Context: an optimization exercise on an open-source flow, tuned for small area. The choices shown serve that exercise and are no tape-out recipe. RTL that was checked went through simulation tests only; none was proved equivalent to the original.

==> inputs of run a <==
// dso100fb
module dso100fb (
    input         CLK,
    input         RST_N,
    input  [31:0] PADDR,
    input         PENABLE,
    output [31:0] PRDATA,
    output        PREADY,
    output        PSLVERR,
    input         PSEL,
    input  [31:0] PWDATA,
    input         PWRITE,
    output [71:0] MCMD_TDATA,
    input         MCMD_TREADY,
    output        MCMD_TVALID,
    input   [7:0] MSTS_TDATA,
    output        MSTS_TREADY,
    input         MSTS_TVALID,
    input  [31:0] MDATA_TDATA,
    output        MDATA_TREADY,
    input         MDATA_TVALID,
    output [31:0] VID_DATA,
    output        VID_DE,
    output        VID_HSYNC,
    output        VID_VSYNC,
    output        INTR,
    output        LCD_ENABLE,
    output        BL_ENABLE,
    output        OVERLAY_EN,
    input         OVERLAY_VALID,
    input  [31:0] OVERLAY_DATA,
    output        OVERLAY_SYNC,
    output        VID_RST_N
);
export LEC_CHECK = 0
export CAP_MARGIN = 20
export CORE_MARGIN = 2
export CORE_UTILIZATION = 60
export CTS_BUF_LIST = sky130_fd_sc_hd__clkbuf_8
export CTS_CLUSTER_DIAMETER = 70
export CTS_CLUSTER_SIZE = 15
export PLACE_DENSITY = 0.75
export SLEW_MARGIN = 20
create_clock -name core_clock -period 10.0 [get_ports {CLK}]
standard.sh (not shown) runs the stock make flow with config.mk's settings and CLKGATE_MAP_FILE= SYNTH_SCRIPT=/design/flow/synth_recipe.tcl, a recipe that flattens the netlist after the stock synthesis.
==> flow/flow/run.sh <==
#!/bin/bash
set -euo pipefail
export BUFFER_PORTS_ARGS="-buffer_cell sky130_fd_sc_hd__buf_1"
export RECOVER_POWER=100
bash standard.sh finish > standard_flow.log 2>&1
==> run b (differences from run a) <==
--- a/flow/design.v
+++ b/flow/design.v
@@ -193,70 +193,60 @@
     input             CLK,
     input             RD_RST_N,
     input             RD,
     output reg        RD_EMPTY,
     output reg        RD_VALID,
-    input             RD_GATE,
     output     [31:0] RD_DATA,
     input             WR_RST_N,
     input             WR,
     output reg        WR_FULL,
     input      [31:0] WR_DATA
 );
     reg [5:0] rbin, wbin;
-    reg       rv1, rv2;
-    reg [1:0] h, h1;
-    reg WR_FULL2;
+    reg [5:0] wq1_rbin, wq2_rbin;
+    reg [5:0] rq1_wbin, rq2_wbin;
     wire wr_en = WR & ~WR_FULL;
     wire rd_en = RD & ~RD_EMPTY;
-    wire [5:0] n = wbin - rbin;
-    wire [5:0] wseen = n + { 5'b0, rv1 } + { 5'b0, rv2 };
+    wire [5:0] wbinnext = wbin + wr_en;
+    wire [5:0] rbinnext = rbin + rd_en;
     always @ (posedge CLK or negedge WR_RST_N)
         if(!WR_RST_N)
         begin
             wbin <= 6'b0;
-            rv1 <= 1'b0;
-            rv2 <= 1'b0;
-            h <= 2'b0;
-            h1 <= 2'b0;
+            { wq2_rbin, wq1_rbin } <= 12'b0;
             WR_FULL <= 1'b0;
-            WR_FULL2 <= 1'b0;
         end
         else
         begin
-            wbin <= wbin + wr_en;
-            rv1 <= rd_en;
-            rv2 <= rv1;
-            h <= (RD_RST_N ? h1 : h) + wr_en;
-            h1 <= (RD_RST_N ? 2'b0 : h1) + wr_en;
-            WR_FULL <= (wseen + wr_en == 6'd32);
-            WR_FULL2 <= wr_en ? (wseen == 6'd31) : (wseen == 6'd32);
+            wbin <= wbinnext;
+            { wq2_rbin, wq1_rbin } <= { wq1_rbin, rbin };
+            WR_FULL <= (wbinnext == { ~wq2_rbin[5], wq2_rbin[4:0] });
         end
     always @ (posedge CLK or negedge RD_RST_N)
         if(!RD_RST_N)
         begin
             rbin <= 6'b0;
+            { rq2_wbin, rq1_wbin } <= 12'b0;
             RD_EMPTY <= 1'b1;
             RD_VALID <= 1'b0;
         end
         else
         begin
-            rbin <= rbin + rd_en;
-            RD_EMPTY <= (n - { 4'b0, h } == { 5'b0, rd_en });
-            RD_VALID <= rd_en && RD_GATE;
+            rbin <= rbinnext;
+            { rq2_wbin, rq1_wbin } <= { rq1_wbin, wbin };
+            RD_EMPTY <= (rbinnext == rq2_wbin);
+            RD_VALID <= rd_en;
         end
     reg [31:0] mem [0:31];
     wire [4:0] wslot = wbin[4:0] + 5'd1;
     genvar p;
     generate
         for(p = 0; p < 32; p = p + 1)
         begin : slot
-            wire sel = (wslot == p);
-            wire we = WR & ~WR_FULL & sel;
-            wire hold = ~(WR & ~WR_FULL2 & sel);
             always @ (posedge CLK)
-                mem[p] <= (WR_DATA & {32{we}}) | (mem[p] & {32{hold}});
+                if(wr_en && wslot == p)
+                    mem[p] <= WR_DATA;
         end
     endgenerate
     reg [31:0] rdata;
     integer k;
     always @*
@@ -278,12 +268,11 @@
     output       VIDEO_FETCH,
     output       OVERLAY_EN,
     output       OVERLAY_SYNC,
     input [143:0] TIMING,
     input   [2:0] POL,
-    output       FRAME,
-    output       DE_NEXT
+    output       FRAME
 );
     localparam H_IDLE    = 3'd0;
     localparam H_FP      = 3'd1;
     localparam H_SYNC    = 3'd2;
     localparam H_BP      = 3'd3;
@@ -539,16 +528,15 @@
             VID_HSYNC <= 1'b0;
             VID_VSYNC <= 1'b0;
         end
         else
         begin
-            VID_DE <= DE_NEXT;
+            VID_DE <= de ^ pol_vid[0];
             VID_HSYNC <= hsync ^ pol_vid[1];
             VID_VSYNC <= vsync ^ pol_vid[2];
         end
     assign VIDEO_FETCH = de;
-    assign DE_NEXT = de ^ pol_vid[0];
     assign OVERLAY_SYNC = frame;
 endmodule
 module dso100fb_video_mix_saturating_add (
     input [7:0] A,
     input [7:0] B,
@@ -574,11 +562,10 @@
     input      [31:0] VIDEO_DATA,
     input             OVERLAY_EN,
     input             OVERLAY_VALID,
     input      [31:0] OVERLAY_DATA,
     input             DE,
-    input             DE_NEXT,
     input             HSYNC,
     input             VSYNC,
     output reg [31:0] VID_DATA,
     output reg        VID_DE,
     output reg        VID_HSYNC,
@@ -592,11 +579,11 @@
     reg de2, hsync2, vsync2;
     always @ (posedge VIDCLK or negedge RST_N)
         if(!RST_N)
             overlay_valid <= 1'b0;
         else
-            overlay_valid <= OVERLAY_EN && OVERLAY_VALID && DE_NEXT;
+            overlay_valid <= OVERLAY_EN && OVERLAY_VALID;
     assign video_data = VIDEO_DATA;
     assign overlay_data = overlay_valid ? OVERLAY_DATA : 32'b0;
     genvar byte_i;
     generate
         for(byte_i = 0; byte_i < 4; byte_i = byte_i + 1)
@@ -618,11 +605,11 @@
             { VID_HSYNC, hsync2 } <= 2'b0;
             { VID_VSYNC, vsync2 } <= 2'b0;
         end
         else
         begin
-            VID_DATA <= mix;
+            VID_DATA <= de2 ? mix : 32'b0;
             { VID_DE, de2 } <= { de2, DE };
             { VID_HSYNC, hsync2 } <= { hsync2, HSYNC };
             { VID_VSYNC, vsync2 } <= { vsync2, VSYNC };
         end
 endmodule
@@ -669,11 +656,10 @@
     wire fifo_full, video_empty, video_fetch;
     wire de, hsync, vsync;
     wire [4:0] rd_slot;
     wire [31:0] video_pixel;
     wire video_valid;
-    wire de_next;
     reg vid_rst_n;
     reg vid_rst_sync;
     always @ (posedge CLK or negedge RST_N)
         if(!RST_N)
             { vid_rst_n, vid_rst_sync } <= 2'b00;
@@ -705,11 +691,10 @@
         .CLK(CLK),
         .RD_RST_N(vid_rst_n),
         .RD(video_fetch),
         .RD_EMPTY(video_empty),
         .RD_VALID(video_valid),
-        .RD_GATE(de_next),
         .RD_DATA(video_pixel),
         .WR_RST_N(RST_N),
         .WR(MDATA_TVALID),
         .WR_FULL(fifo_full),
         .WR_DATA(MDATA_TDATA)
@@ -718,16 +703,15 @@
     dso100fb_sync sync (
         .CLK(CLK), .RST_N(RST_N), .VID_RST_N(vid_rst_n), .EN(sync_enable),
         .VID_DE(de), .VID_HSYNC(hsync), .VID_VSYNC(vsync),
         .VIDEO_FETCH(video_fetch), .OVERLAY_EN(OVERLAY_EN), .OVERLAY_SYNC(OVERLAY_SYNC),
         .TIMING(timing), .POL(pol),
-        .FRAME(frame),
-        .DE_NEXT(de_next)
+        .FRAME(frame)
     );
     dso100fb_video_mix mixer (
         .VIDCLK(CLK), .RST_N(vid_rst_n),
         .VIDEO_VALID(video_valid), .VIDEO_DATA(video_pixel),
         .OVERLAY_EN(OVERLAY_EN), .OVERLAY_VALID(OVERLAY_VALID), .OVERLAY_DATA(OVERLAY_DATA),
-        .DE(de), .DE_NEXT(de_next), .HSYNC(hsync), .VSYNC(vsync),
+        .DE(de), .HSYNC(hsync), .VSYNC(vsync),
         .VID_DATA(VID_DATA), .VID_DE(VID_DE), .VID_HSYNC(VID_HSYNC), .VID_VSYNC(VID_VSYNC)
     );
 endmodule
==> flow/flow/run.sh (replaced) <==
#!/bin/bash
set -euo pipefail
export BUFFER_PORTS_ARGS="-buffer_cell sky130_fd_sc_hd__buf_1"
bash standard.sh finish > standard_flow.log 2>&1
==> run c (differences from run a) <==
--- a/flow/design.v
+++ b/flow/design.v
@@ -193,70 +193,60 @@
     input             CLK,
     input             RD_RST_N,
     input             RD,
     output reg        RD_EMPTY,
     output reg        RD_VALID,
-    input             RD_GATE,
     output     [31:0] RD_DATA,
     input             WR_RST_N,
     input             WR,
     output reg        WR_FULL,
     input      [31:0] WR_DATA
 );
     reg [5:0] rbin, wbin;
-    reg       rv1, rv2;
-    reg [1:0] h, h1;
-    reg WR_FULL2;
+    reg [5:0] wq1_rbin, wq2_rbin;
+    reg [5:0] rq1_wbin, rq2_wbin;
     wire wr_en = WR & ~WR_FULL;
     wire rd_en = RD & ~RD_EMPTY;
-    wire [5:0] n = wbin - rbin;
-    wire [5:0] wseen = n + { 5'b0, rv1 } + { 5'b0, rv2 };
+    wire [5:0] wbinnext = wbin + wr_en;
+    wire [5:0] rbinnext = rbin + rd_en;
     always @ (posedge CLK or negedge WR_RST_N)
         if(!WR_RST_N)
         begin
             wbin <= 6'b0;
-            rv1 <= 1'b0;
-            rv2 <= 1'b0;
-            h <= 2'b0;
-            h1 <= 2'b0;
+            { wq2_rbin, wq1_rbin } <= 12'b0;
             WR_FULL <= 1'b0;
-            WR_FULL2 <= 1'b0;
         end
         else
         begin
-            wbin <= wbin + wr_en;
-            rv1 <= rd_en;
-            rv2 <= rv1;
-            h <= (RD_RST_N ? h1 : h) + wr_en;
-            h1 <= (RD_RST_N ? 2'b0 : h1) + wr_en;
-            WR_FULL <= (wseen + wr_en == 6'd32);
-            WR_FULL2 <= wr_en ? (wseen == 6'd31) : (wseen == 6'd32);
+            wbin <= wbinnext;
+            { wq2_rbin, wq1_rbin } <= { wq1_rbin, rbin };
+            WR_FULL <= (wbinnext == { ~wq2_rbin[5], wq2_rbin[4:0] });
         end
     always @ (posedge CLK or negedge RD_RST_N)
         if(!RD_RST_N)
         begin
             rbin <= 6'b0;
+            { rq2_wbin, rq1_wbin } <= 12'b0;
             RD_EMPTY <= 1'b1;
             RD_VALID <= 1'b0;
         end
         else
         begin
-            rbin <= rbin + rd_en;
-            RD_EMPTY <= (n - { 4'b0, h } == { 5'b0, rd_en });
-            RD_VALID <= rd_en && RD_GATE;
+            rbin <= rbinnext;
+            { rq2_wbin, rq1_wbin } <= { rq1_wbin, wbin };
+            RD_EMPTY <= (rbinnext == rq2_wbin);
+            RD_VALID <= rd_en;
         end
     reg [31:0] mem [0:31];
     wire [4:0] wslot = wbin[4:0] + 5'd1;
     genvar p;
     generate
         for(p = 0; p < 32; p = p + 1)
         begin : slot
-            wire sel = (wslot == p);
-            wire we = WR & ~WR_FULL & sel;
-            wire hold = ~(WR & ~WR_FULL2 & sel);
             always @ (posedge CLK)
-                mem[p] <= (WR_DATA & {32{we}}) | (mem[p] & {32{hold}});
+                if(wr_en && wslot == p)
+                    mem[p] <= WR_DATA;
         end
     endgenerate
     reg [31:0] rdata;
     integer k;
     always @*
@@ -278,12 +268,11 @@
     output       VIDEO_FETCH,
     output       OVERLAY_EN,
     output       OVERLAY_SYNC,
     input [143:0] TIMING,
     input   [2:0] POL,
-    output       FRAME,
-    output       DE_NEXT
+    output       FRAME
 );
     localparam H_IDLE    = 3'd0;
     localparam H_FP      = 3'd1;
     localparam H_SYNC    = 3'd2;
     localparam H_BP      = 3'd3;
@@ -539,46 +528,35 @@
             VID_HSYNC <= 1'b0;
             VID_VSYNC <= 1'b0;
         end
         else
         begin
-            VID_DE <= DE_NEXT;
+            VID_DE <= de ^ pol_vid[0];
             VID_HSYNC <= hsync ^ pol_vid[1];
             VID_VSYNC <= vsync ^ pol_vid[2];
         end
     assign VIDEO_FETCH = de;
-    assign DE_NEXT = de ^ pol_vid[0];
     assign OVERLAY_SYNC = frame;
 endmodule
 module dso100fb_video_mix_saturating_add (
     input [7:0] A,
     input [7:0] B,
     output [7:0] O
 );
-    wire [8:0] c;
-    wire [7:0] s;
-    assign c[0] = 1'b0;
-    genvar i;
-    generate
-        for(i = 0; i < 8; i = i + 1)
-        begin : rca
-            assign s[i] = A[i] ^ B[i] ^ c[i];
-            assign c[i + 1] = (A[i] & B[i]) | (c[i] & (A[i] ^ B[i]));
-        end
-    endgenerate
-    assign O = s | { 8 { c[8] } };
+    wire [8:0] sum;
+    assign sum = { 1'b0, A } + { 1'b0, B };
+    assign O = sum[7:0] | { 8 { sum[8] } };
 endmodule
 module dso100fb_video_mix (
     input             VIDCLK,
     input             RST_N,
     input             VIDEO_VALID,
     input      [31:0] VIDEO_DATA,
     input             OVERLAY_EN,
     input             OVERLAY_VALID,
     input      [31:0] OVERLAY_DATA,
     input             DE,
-    input             DE_NEXT,
     input             HSYNC,
     input             VSYNC,
     output reg [31:0] VID_DATA,
     output reg        VID_DE,
     output reg        VID_HSYNC,
@@ -592,11 +570,11 @@
     reg de2, hsync2, vsync2;
     always @ (posedge VIDCLK or negedge RST_N)
         if(!RST_N)
             overlay_valid <= 1'b0;
         else
-            overlay_valid <= OVERLAY_EN && OVERLAY_VALID && DE_NEXT;
+            overlay_valid <= OVERLAY_EN && OVERLAY_VALID;
     assign video_data = VIDEO_DATA;
     assign overlay_data = overlay_valid ? OVERLAY_DATA : 32'b0;
     genvar byte_i;
     generate
         for(byte_i = 0; byte_i < 4; byte_i = byte_i + 1)
@@ -618,11 +596,11 @@
             { VID_HSYNC, hsync2 } <= 2'b0;
             { VID_VSYNC, vsync2 } <= 2'b0;
         end
         else
         begin
-            VID_DATA <= mix;
+            VID_DATA <= de2 ? mix : 32'b0;
             { VID_DE, de2 } <= { de2, DE };
             { VID_HSYNC, hsync2 } <= { hsync2, HSYNC };
             { VID_VSYNC, vsync2 } <= { vsync2, VSYNC };
         end
 endmodule
@@ -669,11 +647,10 @@
     wire fifo_full, video_empty, video_fetch;
     wire de, hsync, vsync;
     wire [4:0] rd_slot;
     wire [31:0] video_pixel;
     wire video_valid;
-    wire de_next;
     reg vid_rst_n;
     reg vid_rst_sync;
     always @ (posedge CLK or negedge RST_N)
         if(!RST_N)
             { vid_rst_n, vid_rst_sync } <= 2'b00;
@@ -705,11 +682,10 @@
         .CLK(CLK),
         .RD_RST_N(vid_rst_n),
         .RD(video_fetch),
         .RD_EMPTY(video_empty),
         .RD_VALID(video_valid),
-        .RD_GATE(de_next),
         .RD_DATA(video_pixel),
         .WR_RST_N(RST_N),
         .WR(MDATA_TVALID),
         .WR_FULL(fifo_full),
         .WR_DATA(MDATA_TDATA)
@@ -718,16 +694,15 @@
     dso100fb_sync sync (
         .CLK(CLK), .RST_N(RST_N), .VID_RST_N(vid_rst_n), .EN(sync_enable),
         .VID_DE(de), .VID_HSYNC(hsync), .VID_VSYNC(vsync),
         .VIDEO_FETCH(video_fetch), .OVERLAY_EN(OVERLAY_EN), .OVERLAY_SYNC(OVERLAY_SYNC),
         .TIMING(timing), .POL(pol),
-        .FRAME(frame),
-        .DE_NEXT(de_next)
+        .FRAME(frame)
     );
     dso100fb_video_mix mixer (
         .VIDCLK(CLK), .RST_N(vid_rst_n),
         .VIDEO_VALID(video_valid), .VIDEO_DATA(video_pixel),
         .OVERLAY_EN(OVERLAY_EN), .OVERLAY_VALID(OVERLAY_VALID), .OVERLAY_DATA(OVERLAY_DATA),
-        .DE(de), .DE_NEXT(de_next), .HSYNC(hsync), .VSYNC(vsync),
+        .DE(de), .HSYNC(hsync), .VSYNC(vsync),
         .VID_DATA(VID_DATA), .VID_DE(VID_DE), .VID_HSYNC(VID_HSYNC), .VID_VSYNC(VID_VSYNC)
     );
 endmodule
==> flow/flow/run.sh (replaced) <==
#!/bin/bash
set -euo pipefail
export BUFFER_PORTS_ARGS="-buffer_cell sky130_fd_sc_hd__buf_1"
bash standard.sh finish > standard_flow.log 2>&1
Settings changed: CORE_UTILIZATION 60 to 40, CTS_BUF_LIST sky130_fd_sc_hd__clkbuf_8 to unset, CTS_CLUSTER_DIAMETER 70 to unset, CTS_CLUSTER_SIZE 15 to unset, PLACE_DENSITY 0.75 to unset.
==> impl_metrics.env <==
export IMPL_maxCapViolations=51
export IMPL_wl_met1_mm=77.7
export IMPL_slew_viol_final=1664
export IMPL_comb_power_share_pct=24.6
export IMPL_place_area_um2=58300
export IMPL_reg2reg_to="mixer.mix[19]"
export IMPL_p_seq_share_pct=57.0
export IMPL_worst_pin_slew_ns=4.63
export IMPL_so_violations="capacitance limit, slew limit"
export IMPL_outcome="complete, but fails checks"
export IMPL_grt_use_met3_pct=19.5
-- figures above: run a

==> impl_metrics.env <==
export IMPL_dominant_cells="registers"
export IMPL_fin_skew_ns=0.0616
export IMPL_yosys_area_share_xor_xnor_pct=0.775
export IMPL_outcome="no timing/DRC/antenna violations"
export IMPL_power_group_top="registers"
export IMPL_post_drt_wl_per_cell_um=32.3
export IMPL_synth_top_area_share_pct=62.0
export IMPL_comb_power_uw=1640
export IMPL_wl_met1_mm=76.8
export IMPL_p_seq_share_pct=51.3
export IMPL_reg2reg_to="mixer.mix[5]"
export IMPL_maxCapViolations=0
export IMPL_place_area_um2=60200
export IMPL_comb_power_share_pct=11.4
export IMPL_syn_inst=3678
export IMPL_setup_violations=0
export IMPL_worst_pin_slew_ns=1.14
export IMPL_gp_congestion=0.960
export IMPL_grt_busiest_layer="met2"
export IMPL_slew_viol_final=0
export IMPL_ys_top_cells_by_count="edfxtp_1 (1168), a22oi_1 (494), dfrtp_1 (226), nor2_1 (166), clkbuf_1 (164)"
-- figures above: run c

==> impl_metrics.env <==
export IMPL_worst_pin_slew_ns=1.16
export IMPL_drive_gt1_share_pct=12.1
export IMPL_ys_seq_area_share_pct=74.9
export IMPL_place_area_um2=58900
export IMPL_reg2reg_to="mixer.mix[13]"
export IMPL_wl_met1_mm=57.4
export IMPL_maxCapViolations=0
export IMPL_slew_viol_final=0
export IMPL_syn_to_final_growth_pct=8.65
export IMPL_outcome="no timing/DRC/antenna violations"
export IMPL_post_cts_buffers=0
-- figures above: run b

For run c, only the layout was checked, not whether the RTL still works.

-- what the ideal ports hide --
The results above use ideal ports. As a check the final layouts listed here were re-extracted and re-timed, cells and wires unchanged.
Step 1, drivers: a clkbuf_16 drives CLK and a buf_2 each remaining input, both assumed.
Step 2, shift: input delay + t, output delay - t, t = (earliest + latest rising clock arrival at the registers) / 2. This alone moves slack from input paths to output paths.
Three values: ideal ports, drivers, drivers and shift; two values: the first two.
run | shift t [ns] | setup WS [ns] | hold slack, ns | clock arrival spread, ns | pins driven straight from the clock port
run a | 0.918 | 2.565 / 2.565 / 2.061 | 0.329 / 0.329 / 0.329 | 0.067 / 0.067 | 1
run b | 0.888 | 2.960 / 2.960 / 2.960 | 0.271 / 0.271 / 0.271 | 0.074 / 0.074 | 1
run c | 0.841 | 4.712 / 4.712 / 4.508 | 0.248 / 0.248 / 0.248 | 0.066 / 0.065 | 1
The setup slack of run a, which loses most, moves by 0.000 ns with the drivers and by -0.504 ns with both steps.
